What follows belongs to an exercise in optimizing a design on an open flow for small area, a short achievable clock period and few clock cycles; a production flow would make more cautious choices. Only simulation tests tie the RTL to the original design; equivalence was not proved. Power figures rest on the tool's default switching activity, not on a simulated workload.

run A:
## Core
module Core(
	input						clk,
	input						rst,
	input						debug_core,
	input						debug_next_inst,
	input			[15:0]	data_from_ram,
	input			[15:0]	mouse_x,
	input			[15:0]	mouse_y,
	input						x_overflow,
	input						y_overflow,
	input						data_ready,
	input						left_click,
	input						right_click,
	output reg	[14:0]	ram_address,
	output		[15:0]	data_to_ram,
	output reg				web
	);
Settings: LEC_CHECK=0, ABC_AREA=1, CAP_MARGIN=20, CORE_MARGIN=2, CORE_UTILIZATION=55, PLACE_DENSITY=0.7, SETUP_SLACK_MARGIN=4.2, SLEW_MARGIN=20, TNS_END_PERCENT=0; clock period 7.0 ns.
run.sh (not shown) runs the stock make flow with config.mk's settings and CLKGATE_MAP_FILE= SYNTH_SCRIPT=/design/flow/synth_recipe.tcl, a recipe that flattens the netlist after the stock synthesis.
Testbench counts of run A, summed over its fixed seeds: cycles 56,511.
Input changes introduced in run B (baseline for comparison: run A):
- a change of CORE_UTILIZATION from 55 to 65
- a change of PLACE_DENSITY from 0.7 to 0.8
- a change of SETUP_SLACK_MARGIN from 4.2 to 4.5
- an added CTS_CLUSTER_DIAMETER of 100
- an added CTS_CLUSTER_SIZE of 25
--- outcome ---
Run B vs. run A: routability-driven placement congestion ratio went down by 0.025. The lower total number of placement rows came out of run B. Delta(total half-perimeter wirelength after legalization and detailed placement, run B - run A) < 0. Between run A and run B, the flow reports height of the chip decreasing by a little under 10%. Run B did not make it past global routing, where a tool error ended it. NOTE: number of gates given a new drive strength after cts in run B exceeds that of run A. Looking at effective utilization at floorplan, run B sits 10 points above run A. Horizontal die dimension shrinks by a little under 10% when moving from run A to run B. In the metrics for run A and run B, the one carrying the higher number of clock buffers inserted by TritonCTS is run A.
diff inputs: run B => run C
- PLACE_DENSITY: 0.8 -> 0.7
- CORE_UTILIZATION: 65 -> 55
[summary]
Run C completed; timing, DRC and antenna clean. Compared with run B, run C degrades placement-stage worst setup slack. Between run B and run C, area of placed instances is higher for run C, run B comes in under that. Number of cell rows went up by a little under 10% going from run B to run C.
Input changes introduced in run D (baseline for comparison: run C):
- a change of CORE_UTILIZATION from 55 to 40
- a deleted CTS_CLUSTER_DIAMETER that had been 100
- a change of PLACE_DENSITY from 0.7 to 0.6
- a deleted CTS_CLUSTER_SIZE that had been 25
- a deleted TNS_END_PERCENT that had been 0
- a change of SETUP_SLACK_MARGIN from 4.5 to 4.2
==> run notes <==
On post-route cell area, run D does worse than run C. Starting utilization of the core area came out lower on run D than on run C. Delta (run D minus run C): sequential power went up, final cell utilization of the core has decreased, areal power density over the cells rose 7.1%, smallest hold slack went down 0.017 ns, well tap count now sits higher. Taking run C over run D, the final routed wirelength across all metal layers ratio works out to 0.922. Compared with run C, run D is the more power-hungry design.
The following lists how run E was set up differently from run D:
- swapping 40 for 55 in CORE_UTILIZATION
- putting TNS_END_PERCENT at 0 where nothing was set
- swapping 0.6 for 0.7 in PLACE_DENSITY
- putting CTS_CLUSTER_SIZE at 25 where nothing was set
- putting CTS_CLUSTER_DIAMETER at 100 where nothing was set
- swapping 4.2 for 4.8 in SETUP_SLACK_MARGIN
## What came out
Fraction of power consumed by combinational cells | run E below run D. Run E against run D: first-pass iteration count of the detailed router up 1; worst setup margin down 0.036 ns; number of multi-input combinational cells decreased 0.40%; design area fell 0.0075 sq mm. In run E, the synthesis-to-layout area growth came out 20 points below the value in run D.

* * *

== v6 ==
Starting RTL as in the previous note.
clock: 7.0 ns
lec_check: 0
abc_area: 1
cap_margin: 20
core_margin: 2
core_utilization: 50
cts_cluster_diameter: 100
cts_cluster_size: 25
place_density: 0.65
setup_slack_margin: 4.5
slew_margin: 20
tns_end_percent: 0
Testbench counts of v6, summed over its fixed seeds: cycles 56,511.
> inputs changed (v6 -> v7)
# v6
export LEC_CHECK = 0
export ABC_AREA = 1
export CAP_MARGIN = 20
export CORE_MARGIN = 2
export CORE_UTILIZATION = 50
export CTS_CLUSTER_DIAMETER = 100
export CTS_CLUSTER_SIZE = 25
export PLACE_DENSITY = 0.65
export SETUP_SLACK_MARGIN = 4.5
export SLEW_MARGIN = 20
export TNS_END_PERCENT = 0
create_clock -name core_clock -period 7.0 [get_ports {clk}]
# v7
export LEC_CHECK = 0
export ABC_AREA = 1
export CAP_MARGIN = 20
export CORE_MARGIN = 2
export CORE_UTILIZATION = 55
export CTS_CLUSTER_DIAMETER = 100
export CTS_CLUSTER_SIZE = 25
export PLACE_DENSITY = 0.7
export SETUP_SLACK_MARGIN = 4.2
export SLEW_MARGIN = 20
export TNS_END_PERCENT = 0
create_clock -name core_clock -period 7.0 [get_ports {clk}]
[summary]
Having completed the whole flow, v7 delivered a layout that passed the timing, design-rule and antenna checks.
v6 has a lower met2 layer usage reported by global route than v7.
Multi-input combinational cell area (v7 vs. v6) increases slightly
Number of antenna violations at the first check in global routing is lower on v6
The critical path startpoint comes out q0[1]$_DFFE_PP_ in one run and q0[5]$_DFFE_PP_ in the other, namely in v7 and v6 respectively.
Critical path endpoint: ram_address[2]$_SDFF_PP0_ -> v6, ram_address[3]$_SDFF_PP0_ -> v7
Diff v7 and v6: detailed-routing iteration count for the pre-antenna-repair pass higher in v7
Going from v6 to v7, final routed wire length divided by cell count grew by a few percent.
Share of power burned in the clock network up 0.4 points in v7 wrt v6

* * *

run 1:
Another version of the RTL of Core (not shown whole).
Settings: LEC_CHECK=0, ABC_AREA=1, CAP_MARGIN=20, CORE_MARGIN=2, CORE_UTILIZATION=55, CTS_CLUSTER_DIAMETER=60, CTS_CLUSTER_SIZE=25, PLACE_DENSITY=0.7, SETUP_SLACK_MARGIN=4.2, SLEW_MARGIN=20, TNS_END_PERCENT=0; clock period 7.0 ns.
Testbench counts of run 1, summed over its fixed seeds: cycles 55,308.
--- input diff run 1..run 2 ---
Settings: CTS_CLUSTER_DIAMETER now 100, was 60.
==> run notes <==
- The via count reported for run 2 is lower than the one for run 1.
- | worst-case reg-to-reg path depth | higher: run 2 |
- Run 2 — worst hold slack 0.0030 ns higher, run 1 as reference
- In run 2 the fmax turned out about 2.3% lower than in run 1.
The following lists how run 3 was set up differently from run 2:
Settings: a change of SETUP_SLACK_MARGIN from 4.2 to 4.5.
Notes after the runs:
- On cell area after layout, run 3 tracks run 2 almost exactly.
- Run 3 against run 2: transition time of the tightest slew-check pin level, clock power share level, first-pass GRT wire length level, total count of hold-check failures in the final report level, clock-buffer cell count level.
- On fraction of layout cells with a size suffix above 1, run 3 tracks run 2 almost exactly.
- Reported for run 3 and run 2, synthesized-area fraction occupied by ao, oa, aoi and oai cells turned out identical to the last digit.
- Mux contribution to synthesized area delta (run 2 -> run 3): insignificant

-- static timing again, ports no longer ideal --
The flow's constraints put no driver on any port. The routed layouts listed below were extracted and timed again, unchanged, in two steps. Step 1 assumes that a clkbuf_16 drives the clock port and a buf_2 every other input. Step 2 moves the port delays by t, midway between the first and last clock arrival at a register: inputs arrive t later, outputs are due t later. That takes back most of the time a late clock gives input paths. Slacks: ideal / step 1 / step 2; pairs: ideal / step 1.
run	t, ns	slack for setup (ns)	worst slew at a driven data input, ns
run A	0.711	3.581 / 3.581 / 3.323	0.06
run C	0.679	3.709 / 3.709 / 3.272	0.05
run D	0.710	3.745 / 3.745 / 3.334	0.05
run E	0.679	3.709 / 3.709 / 3.272	0.05
v6	0.677	3.685 / 3.685 / 3.253	0.06
v7	0.693	3.630 / 3.630 / 3.260	0.06
run 1	0.711	3.610 / 3.610 / 3.077	0.09
run 2	0.679	3.530 / 3.530 / 3.052	0.09
run 3	0.679	3.530 / 3.530 / 3.052	0.09
After both steps every run listed still meets setup and hold. For run 1, which loses most, drivers alone change the setup slack by 0.000 ns; drivers and shift together by -0.533 ns.
